This design comes from an exercise in tuning for small area on the open sky130 flow, not from production work. RTL that was checked went through simulation tests only; none was proved equivalent to the original. No activity file was given, so power comes from the tool's default toggle rates.

==> module atm, before the edit <==
module atm
	    (
	    CLK,
	    RESET,
	    TARJETA_RECIBIDA,
	    TIPO_DE_TARJETA,
	    PIN,
	    DIGITO,
	    DIGITO_STB,
	    TIPO_TRANS,
	    MONTO,
	    MONTO_STB,
	    BALANCE_ACTUALIZADO,
	    ENTREGAR_DINERO,
	    FONDOS_INSUFICIENTES,
	    PIN_INCORRECTO,
	    ADVERTENCIA,
	    BLOQUEO
	    );
input
	CLK,
	RESET,			 
	TARJETA_RECIBIDA,
	TIPO_DE_TARJETA,	 
	DIGITO_STB,		 
	TIPO_TRANS,		 
	MONTO_STB;		 
input [15:0] PIN;		 
input [3:0] DIGITO;
input [31:0] MONTO;
output reg
	BALANCE_ACTUALIZADO,
	ENTREGAR_DINERO,
	FONDOS_INSUFICIENTES,
	PIN_INCORRECTO,
	ADVERTENCIA,
	BLOQUEO;
localparam [2:0]
	S_IDLE	= 3'b000,
	S_PIN0	= 3'b001,
	S_PIN1	= 3'b011,
	S_PIN2	= 3'b010,
	S_ID	= 3'b100,
	S_WD	= 3'b101,
	S_DEP	= 3'b110,
	S_BLK	= 3'b111;
reg [2:0] estado;
reg [31:0] BAL_lo;		 
reg [31:0] BAL_hi;		 
reg pendiente;			 
reg [1:0] Contador_PIN;		 
reg [11:0] PIN_usuario;		 
wire in_idle	= (estado == S_IDLE);
wire in_pin	= ~estado[2] & (estado[1] | estado[0]);
wire in_blk	= (estado == S_BLK);
wire in_wd	= (estado == S_WD);
wire in_dep	= (estado == S_DEP);
wire cuarto	= in_pin & DIGITO_STB & (Contador_PIN == 2'd3);
wire igual	= ({PIN_usuario, DIGITO} == PIN);
wire correcto	= cuarto & igual;
wire erroneo	= cuarto & ~igual;
wire usa_monto	= in_wd | in_dep;
wire resta	= in_wd | in_idle;	 
wire [31:0] op	= ({32{usa_monto}} & MONTO) ^ {{31{resta}}, in_wd};
wire [31:0] suma;
wire acarreo;
add32 u_suma (.a(BAL_lo), .b(op), .ci(pendiente), .s(suma), .co(acarreo));
wire hi_m	= |BAL_hi[30:1];
wire hi_nz	= hi_m | BAL_hi[0] | BAL_hi[31];
wire fb_up	= BAL_hi[0] ^ BAL_hi[1] ^ BAL_hi[2] ^ BAL_hi[22] ^ ~(hi_m | BAL_hi[31]);
wire fb_dn	= BAL_hi[31] ^ BAL_hi[0] ^ BAL_hi[1] ^ BAL_hi[21] ^ ~(hi_m | BAL_hi[0]);
wire mayor	= hi_nz | acarreo;	 
wire cobra	= in_idle & TARJETA_RECIBIDA & TIPO_DE_TARJETA;
wire retira	= in_wd & MONTO_STB & mayor;
wire rechaza	= in_wd & MONTO_STB & ~mayor;
wire deposita	= in_dep & MONTO_STB;
wire limpia	= ~RESET | (in_idle & ~TARJETA_RECIBIDA);
wire guarda	= (in_wd & ~retira) | (in_dep & ~MONTO_STB) | (in_idle & ~TIPO_DE_TARJETA);
reg paso_sube, paso_baja;
wire h_up	= ~limpia & paso_sube;
wire h_dn	= ~limpia & paso_baja;
wire h_keep	= ~limpia & ~paso_sube & ~paso_baja;
wire [31:0] hi_prox = ({32{h_up}} & {fb_up, BAL_hi[31:1]}) |
		      ({32{h_dn}} & {BAL_hi[30:0], fb_dn}) |
		      ({32{h_keep}} & BAL_hi);
reg [2:0] prox;
always @(*) begin
	prox = estado;
	case (estado)
		S_IDLE:	if (TARJETA_RECIBIDA) prox = S_PIN0;
		S_PIN0:	if (correcto) prox = S_ID; else if (erroneo) prox = S_PIN1;
		S_PIN1:	if (correcto) prox = S_ID; else if (erroneo) prox = S_PIN2;
		S_PIN2:	if (correcto) prox = S_ID; else if (erroneo) prox = S_BLK;
		S_ID:	prox = TIPO_TRANS ? S_WD : S_DEP;
		S_WD:	if (MONTO_STB) prox = S_IDLE;
		S_DEP:	if (MONTO_STB) prox = S_IDLE;
		default: prox = S_BLK;
	endcase
end
always @(posedge CLK) begin
	if (DIGITO_STB)
		PIN_usuario <= {PIN_usuario[7:0], DIGITO};
	BAL_hi <= hi_prox;
	if (limpia) begin
		BAL_lo		<= 32'd0;
		pendiente	<= 1'b0;
		paso_sube	<= 1'b0;
		paso_baja	<= 1'b0;
	end else begin
		if (~guarda) begin
			BAL_lo		<= suma;
			pendiente	<= retira;
		end
		paso_sube	<= ~guarda & ~resta & acarreo;
		paso_baja	<= ~guarda & resta & ~acarreo;
	end
	if (~RESET) begin
		estado			<= S_IDLE;
		Contador_PIN		<= 2'd0;
		BALANCE_ACTUALIZADO	<= 1'b0;
		ENTREGAR_DINERO		<= 1'b0;
		FONDOS_INSUFICIENTES	<= 1'b0;
		PIN_INCORRECTO		<= 1'b0;
		ADVERTENCIA		<= 1'b0;
		BLOQUEO			<= 1'b0;
	end else begin
		estado <= prox;
		if (in_pin & DIGITO_STB)
			Contador_PIN <= Contador_PIN + 2'd1;
		BALANCE_ACTUALIZADO	<= cobra | retira | deposita;
		if (in_idle & TARJETA_RECIBIDA) begin
			ENTREGAR_DINERO		<= 1'b0;
			FONDOS_INSUFICIENTES	<= 1'b0;
		end
		if (retira)
			ENTREGAR_DINERO <= 1'b1;
		if (rechaza)
			FONDOS_INSUFICIENTES <= 1'b1;
		PIN_INCORRECTO	<= erroneo | in_blk;
		ADVERTENCIA	<= erroneo & (estado == S_PIN1);
		BLOQUEO		<= in_blk;
	end
end
endmodule
Settings: LEC_CHECK=0, CAP_MARGIN=20, CORE_MARGIN=2, CORE_UTILIZATION=70, SLEW_MARGIN=20, SYNTH_HIERARCHICAL=1; clock period 6.0 ns.
standard.sh (not shown) runs the stock make flow with config.mk's settings and CLKGATE_MAP_FILE= SYNTH_SCRIPT=/design/flow/synth_recipe.tcl, a recipe that flattens the netlist after the stock synthesis.
==> flow/flow/run.sh <==
#!/bin/bash
set -euo pipefail
W=$(pwd)
cat > "$W/flow_synth.tcl" <<EOT
proc abc {args} {
  set i [lsearch -exact \$args -script]
  set a1 \$args
  set a2 \$args
  lset a1 [expr {\$i + 1}] $W/flow/abc_adder.script
  lset a2 [expr {\$i + 1}] $W/flow/abc_map.script
  yosys abc {*}\$a1 add32
  yosys abc {*}\$a2 atm
}
source $W/synth_recipe.tcl
EOT
sed "s#SYNTH_SCRIPT=[^ ]*#SYNTH_SCRIPT=$W/flow_synth.tcl#" standard.sh > flow_standard.sh
grep -q "SYNTH_SCRIPT=$W/flow_synth.tcl" flow_standard.sh
export BUFFER_PORTS_ARGS="-buffer_cell sky130_fd_sc_hd__buf_1"
export CTS_ARGS="-sink_clustering_enable -repair_clock_nets -dont_use_dummy_load -buf_list sky130_fd_sc_hd__clkbuf_4 -root_buf sky130_fd_sc_hd__clkbuf_8"
bash flow_standard.sh finish > standard_flow.log 2>&1
==> flow/flow/abc_adder.script <==
&get -n
&st
&dch
&nf -R 30
&st
&syn2
&if -g -K 6
&synch2
&nf -R 30
&st
&syn2
&if -g -K 6
&synch2
&nf -R 30
&st
&syn2
&if -g -K 6
&synch2
&nf -R 30
&st
&syn2
&if -g -K 6
&synch2
&nf -R 30
&st
&syn2
&if -g -K 6
&synch2
&nf -R 30
&put
==> flow/flow/abc_map.script <==
&get -n
&st
&deepsyn -T 60
&dch -f
&nf -R 1000
&st
&syn3
&dch -f
&nf -R 1000
&put
Then changed:
--- a/flow/design.v
+++ b/flow/design.v
@@ -29,11 +29,12 @@
 input [3:0] DIGITO;
 input [31:0] MONTO;
 output reg
 	BALANCE_ACTUALIZADO,
 	ENTREGAR_DINERO,
-	FONDOS_INSUFICIENTES,
+	FONDOS_INSUFICIENTES;
+output
 	PIN_INCORRECTO,
 	ADVERTENCIA,
 	BLOQUEO;
 localparam [2:0]
 	S_IDLE	= 3'b000,
@@ -48,10 +49,11 @@
 reg [31:0] BAL_lo;		 
 reg [31:0] BAL_hi;		 
 reg pendiente;			 
 reg [1:0] Contador_PIN;		 
 reg [11:0] PIN_usuario;		 
+reg error_pin;			 
 wire in_idle	= (estado == S_IDLE);
 wire in_pin	= ~estado[2] & (estado[1] | estado[0]);
 wire in_blk	= (estado == S_BLK);
 wire in_wd	= (estado == S_WD);
 wire in_dep	= (estado == S_DEP);
@@ -74,17 +76,24 @@
 wire retira	= in_wd & MONTO_STB & mayor;
 wire rechaza	= in_wd & MONTO_STB & ~mayor;
 wire deposita	= in_dep & MONTO_STB;
 wire limpia	= ~RESET | (in_idle & ~TARJETA_RECIBIDA);
 wire guarda	= (in_wd & ~retira) | (in_dep & ~MONTO_STB) | (in_idle & ~TIPO_DE_TARJETA);
+wire guarda_pre	= ((in_wd | in_dep) & ~MONTO_STB) | (in_idle & ~TIPO_DE_TARJETA);
+wire espera_c	= in_wd & ~hi_nz;	 
+wire [31:0] lo_c = acarreo ? suma : BAL_lo;
+wire [31:0] lo_n = guarda_pre ? BAL_lo : (espera_c ? lo_c : suma);
 reg paso_sube, paso_baja;
 wire h_up	= ~limpia & paso_sube;
 wire h_dn	= ~limpia & paso_baja;
 wire h_keep	= ~limpia & ~paso_sube & ~paso_baja;
 wire [31:0] hi_prox = ({32{h_up}} & {fb_up, BAL_hi[31:1]}) |
 		      ({32{h_dn}} & {BAL_hi[30:0], fb_dn}) |
 		      ({32{h_keep}} & BAL_hi);
+assign PIN_INCORRECTO	= error_pin | in_blk;
+assign ADVERTENCIA	= error_pin & (estado == S_PIN2);
+assign BLOQUEO		= in_blk & ~error_pin;
 reg [2:0] prox;
 always @(*) begin
 	prox = estado;
 	case (estado)
 		S_IDLE:	if (TARJETA_RECIBIDA) prox = S_PIN0;
@@ -105,26 +114,23 @@
 		BAL_lo		<= 32'd0;
 		pendiente	<= 1'b0;
 		paso_sube	<= 1'b0;
 		paso_baja	<= 1'b0;
 	end else begin
-		if (~guarda) begin
-			BAL_lo		<= suma;
-			pendiente	<= retira;
-		end
+		BAL_lo <= lo_n;
+		if (~guarda)
+			pendiente <= retira;
 		paso_sube	<= ~guarda & ~resta & acarreo;
 		paso_baja	<= ~guarda & resta & ~acarreo;
 	end
 	if (~RESET) begin
 		estado			<= S_IDLE;
 		Contador_PIN		<= 2'd0;
 		BALANCE_ACTUALIZADO	<= 1'b0;
 		ENTREGAR_DINERO		<= 1'b0;
 		FONDOS_INSUFICIENTES	<= 1'b0;
-		PIN_INCORRECTO		<= 1'b0;
-		ADVERTENCIA		<= 1'b0;
-		BLOQUEO			<= 1'b0;
+		error_pin		<= 1'b0;
 	end else begin
 		estado <= prox;
 		if (in_pin & DIGITO_STB)
 			Contador_PIN <= Contador_PIN + 2'd1;
 		BALANCE_ACTUALIZADO	<= cobra | retira | deposita;
@@ -134,13 +140,11 @@
 		end
 		if (retira)
 			ENTREGAR_DINERO <= 1'b1;
 		if (rechaza)
 			FONDOS_INSUFICIENTES <= 1'b1;
-		PIN_INCORRECTO	<= erroneo | in_blk;
-		ADVERTENCIA	<= erroneo & (estado == S_PIN1);
-		BLOQUEO		<= in_blk;
+		error_pin	<= erroneo;
 	end
 end
 endmodule
 module add32(input [31:0] a, input [31:0] b, input ci, output [31:0] s, output co);
 wire [31:0] p0 = a ^ b;
After rerunning: The new run passed the timing, DRC and antenna checks; die area goes down by 1.2%; core utilization came out higher by 0.11 points; clock skew rises by 0.0034 ns; wire length fell by 6.4%; cell count is higher by 0.89%; final area goes down by 0.97%; maximum frequency came out higher by 3.8%; area after synthesis falls by 1.2%; sequential share of layout area decreases by 0.40 points.
The RTL of the second run of this note was laid out without a check of its function.


Another version of the RTL of atm (not shown whole).
Size: about 590 cells after synthesis, about 65 I/O pins.
==> module atm, before the edit <==
module atm
	    (
	    CLK,
	    RESET,
	    TARJETA_RECIBIDA,
	    TIPO_DE_TARJETA,
	    PIN,
	    DIGITO,
	    DIGITO_STB,
	    TIPO_TRANS,
	    MONTO,
	    MONTO_STB,
	    BALANCE_ACTUALIZADO,
	    ENTREGAR_DINERO,
	    FONDOS_INSUFICIENTES,
	    PIN_INCORRECTO,
	    ADVERTENCIA,
	    BLOQUEO
	    );
input
	CLK,
	RESET,			 
	TARJETA_RECIBIDA,
	TIPO_DE_TARJETA,	 
	DIGITO_STB,		 
	TIPO_TRANS,		 
	MONTO_STB;		 
input [15:0] PIN;		 
input [3:0] DIGITO;
input [31:0] MONTO;
output reg
	BALANCE_ACTUALIZADO,
	ENTREGAR_DINERO,
	FONDOS_INSUFICIENTES,
	PIN_INCORRECTO,
	ADVERTENCIA,
	BLOQUEO;
localparam [2:0]
	S_IDLE	= 3'b000,
	S_PIN0	= 3'b001,
	S_PIN1	= 3'b011,
	S_PIN2	= 3'b010,
	S_ID	= 3'b100,
	S_WD	= 3'b101,
	S_DEP	= 3'b110,
	S_BLK	= 3'b111;
reg [2:0] estado;
reg [31:0] BAL_lo;		 
reg [31:0] BAL_hi;		 
reg pendiente;			 
reg [1:0] Contador_PIN;		 
reg [11:0] PIN_usuario;		 
wire in_idle	= (estado == S_IDLE);
wire in_pin	= ~estado[2] & (estado[1] | estado[0]);
wire in_blk	= (estado == S_BLK);
wire in_wd	= (estado == S_WD);
wire in_dep	= (estado == S_DEP);
wire cuarto	= in_pin & DIGITO_STB & (Contador_PIN == 2'd3);
wire igual	= ({PIN_usuario, DIGITO} == PIN);
wire correcto	= cuarto & igual;
wire erroneo	= cuarto & ~igual;
wire usa_monto	= (in_wd | in_dep) & MONTO_STB;
wire resta	= (in_wd & MONTO_STB) | in_idle;	 
wire [31:0] op	= ({32{usa_monto}} & MONTO) ^ {{31{resta}}, in_wd & MONTO_STB};
wire [31:0] suma;
wire acarreo;
add32 u_suma (.a(BAL_lo), .b(op), .ci(pendiente), .s(suma), .co(acarreo));
wire hi_m	= |BAL_hi[30:1];
wire hi_nz	= hi_m | BAL_hi[0] | BAL_hi[31];
wire fb_up	= BAL_hi[0] ^ BAL_hi[1] ^ BAL_hi[2] ^ BAL_hi[22] ^ ~(hi_m | BAL_hi[31]);
wire fb_dn	= BAL_hi[31] ^ BAL_hi[0] ^ BAL_hi[1] ^ BAL_hi[21] ^ ~(hi_m | BAL_hi[0]);
wire mayor	= hi_nz | acarreo;	 
wire cobra	= in_idle & TARJETA_RECIBIDA & TIPO_DE_TARJETA;
wire retira	= in_wd & MONTO_STB & mayor;
wire rechaza	= in_wd & MONTO_STB & ~mayor;
wire deposita	= in_dep & MONTO_STB;
wire limpia	= ~RESET | (in_idle & ~TARJETA_RECIBIDA);
wire guarda	= rechaza | (in_idle & ~TIPO_DE_TARJETA);
wire sube	= ~guarda & ~resta & acarreo;
wire baja	= ~guarda & resta & ~acarreo;
wire h_up	= ~limpia & sube;
wire h_dn	= ~limpia & baja;
wire h_keep	= ~limpia & ~sube & ~baja;
wire [31:0] hi_prox = ({32{h_up}} & {fb_up, BAL_hi[31:1]}) |
		      ({32{h_dn}} & {BAL_hi[30:0], fb_dn}) |
		      ({32{h_keep}} & BAL_hi);
reg [2:0] prox;
always @(*) begin
	prox = estado;
	case (estado)
		S_IDLE:	if (TARJETA_RECIBIDA) prox = S_PIN0;
		S_PIN0:	if (correcto) prox = S_ID; else if (erroneo) prox = S_PIN1;
		S_PIN1:	if (correcto) prox = S_ID; else if (erroneo) prox = S_PIN2;
		S_PIN2:	if (correcto) prox = S_ID; else if (erroneo) prox = S_BLK;
		S_ID:	prox = TIPO_TRANS ? S_WD : S_DEP;
		S_WD:	if (MONTO_STB) prox = S_IDLE;
		S_DEP:	if (MONTO_STB) prox = S_IDLE;
		default: prox = S_BLK;
	endcase
end
always @(posedge CLK) begin
	if (DIGITO_STB)
		PIN_usuario <= {PIN_usuario[7:0], DIGITO};
	BAL_hi <= hi_prox;
	if (limpia) begin
		BAL_lo		<= 32'd0;
		pendiente	<= 1'b0;
	end else begin
		if (~guarda) begin
			BAL_lo		<= suma;
			pendiente	<= retira;
		end
	end
	if (~RESET) begin
		estado			<= S_IDLE;
		Contador_PIN		<= 2'd0;
		BALANCE_ACTUALIZADO	<= 1'b0;
		ENTREGAR_DINERO		<= 1'b0;
		FONDOS_INSUFICIENTES	<= 1'b0;
		PIN_INCORRECTO		<= 1'b0;
		ADVERTENCIA		<= 1'b0;
		BLOQUEO			<= 1'b0;
	end else begin
		estado <= prox;
		if (in_pin & DIGITO_STB)
			Contador_PIN <= Contador_PIN + 2'd1;
		BALANCE_ACTUALIZADO	<= cobra | retira | deposita;
		if (in_idle & TARJETA_RECIBIDA) begin
			ENTREGAR_DINERO		<= 1'b0;
			FONDOS_INSUFICIENTES	<= 1'b0;
		end
		if (retira)
			ENTREGAR_DINERO <= 1'b1;
		if (rechaza)
			FONDOS_INSUFICIENTES <= 1'b1;
		PIN_INCORRECTO	<= erroneo | in_blk;
		ADVERTENCIA	<= erroneo & (estado == S_PIN1);
		BLOQUEO		<= in_blk;
	end
end
endmodule
clock: 6.0 ns
lec_check: 0
cap_margin: 20
core_margin: 2
core_utilization: 55
slew_margin: 20
synth_hierarchical: 1
==> flow/flow/abc_adder.script <==
&get -n
&st
&dch
&nf
&st
&syn2
&if -g -K 6
&synch2
&nf
&st
&syn2
&if -g -K 6
&synch2
&nf
&st
&syn2
&if -g -K 6
&synch2
&nf
&st
&syn2
&if -g -K 6
&synch2
&nf
&st
&syn2
&if -g -K 6
&synch2
&nf
&put
Scripts as last shown in full above: flow/flow/run.sh, flow/flow/abc_map.script
Then changed:
--- a/flow/design.v
+++ b/flow/design.v
@@ -57,13 +57,13 @@
 wire in_dep	= (estado == S_DEP);
 wire cuarto	= in_pin & DIGITO_STB & (Contador_PIN == 2'd3);
 wire igual	= ({PIN_usuario, DIGITO} == PIN);
 wire correcto	= cuarto & igual;
 wire erroneo	= cuarto & ~igual;
-wire usa_monto	= (in_wd | in_dep) & MONTO_STB;
-wire resta	= (in_wd & MONTO_STB) | in_idle;	 
-wire [31:0] op	= ({32{usa_monto}} & MONTO) ^ {{31{resta}}, in_wd & MONTO_STB};
+wire usa_monto	= in_wd | in_dep;
+wire resta	= in_wd | in_idle;	 
+wire [31:0] op	= ({32{usa_monto}} & MONTO) ^ {{31{resta}}, in_wd};
 wire [31:0] suma;
 wire acarreo;
 add32 u_suma (.a(BAL_lo), .b(op), .ci(pendiente), .s(suma), .co(acarreo));
 wire hi_m	= |BAL_hi[30:1];
 wire hi_nz	= hi_m | BAL_hi[0] | BAL_hi[31];
@@ -73,16 +73,15 @@
 wire cobra	= in_idle & TARJETA_RECIBIDA & TIPO_DE_TARJETA;
 wire retira	= in_wd & MONTO_STB & mayor;
 wire rechaza	= in_wd & MONTO_STB & ~mayor;
 wire deposita	= in_dep & MONTO_STB;
 wire limpia	= ~RESET | (in_idle & ~TARJETA_RECIBIDA);
-wire guarda	= rechaza | (in_idle & ~TIPO_DE_TARJETA);
-wire sube	= ~guarda & ~resta & acarreo;
-wire baja	= ~guarda & resta & ~acarreo;
-wire h_up	= ~limpia & sube;
-wire h_dn	= ~limpia & baja;
-wire h_keep	= ~limpia & ~sube & ~baja;
+wire guarda	= (in_wd & ~retira) | (in_dep & ~MONTO_STB) | (in_idle & ~TIPO_DE_TARJETA);
+reg paso_sube, paso_baja;
+wire h_up	= ~limpia & paso_sube;
+wire h_dn	= ~limpia & paso_baja;
+wire h_keep	= ~limpia & ~paso_sube & ~paso_baja;
 wire [31:0] hi_prox = ({32{h_up}} & {fb_up, BAL_hi[31:1]}) |
 		      ({32{h_dn}} & {BAL_hi[30:0], fb_dn}) |
 		      ({32{h_keep}} & BAL_hi);
 reg [2:0] prox;
 always @(*) begin
@@ -103,15 +102,19 @@
 		PIN_usuario <= {PIN_usuario[7:0], DIGITO};
 	BAL_hi <= hi_prox;
 	if (limpia) begin
 		BAL_lo		<= 32'd0;
 		pendiente	<= 1'b0;
+		paso_sube	<= 1'b0;
+		paso_baja	<= 1'b0;
 	end else begin
 		if (~guarda) begin
 			BAL_lo		<= suma;
 			pendiente	<= retira;
 		end
+		paso_sube	<= ~guarda & ~resta & acarreo;
+		paso_baja	<= ~guarda & resta & ~acarreo;
 	end
 	if (~RESET) begin
 		estado			<= S_IDLE;
 		Contador_PIN		<= 2'd0;
 		BALANCE_ACTUALIZADO	<= 1'b0;
Result:
- The changed run finished with timing, DRC and antenna clean
- via count decreases by a few percent
- clock skew rises by 0.013 ns
- cell area drops by a few percent
- final cell count drops by a little under a tenth
- first-iteration DRC count rose by a few percent
- critical path depth came out lower by 5
- power went down by about a fifth
- utilization decreases by 1.4 points
- clock-buffer cell count is unchanged
- wire length went down by a little under a tenth
- global-route usage is lower by 2.4 points
- worst hold slack loses 0.0057 ns
- sequential share of layout area grows by 1.6 points
- fmax rises by a few percent

[static timing again, ports no longer ideal]
No port has a modelled driver above. Below, the same layouts with a new extraction and two added sets of constraints. Step 1: set_driving_cell puts a clkbuf_16 on CLK and a buf_2 on each other input, an assumption about the parent block. Step 2 also shifts input and output timing later by t, the mid clock arrival at the registers, as if the neighbouring blocks saw the same clock. a / b / c = ideal ports / drivers / drivers and shift; a / b = the first two.
run | shift t [ns] | slack for setup (ns) | worst data-port slew with drivers (ns)
the first run of note 1 | 0.373 | 0.465 / 0.465 / 0.102 | 0.04
the second run of note 1 | 0.369 | 0.668 / 0.668 / 0.405 | 0.05
the first run of note 2 | 0.377 | 0.441 / 0.442 / 0.066 | 0.04
the second run of note 2 | 0.374 | 0.746 / 0.757 / 0.383 | 0.03
After both steps setup and hold are still met in every run listed. The setup slack of the first run of note 2, which loses most, moves by +0.001 ns with the drivers and by -0.375 ns with both steps.
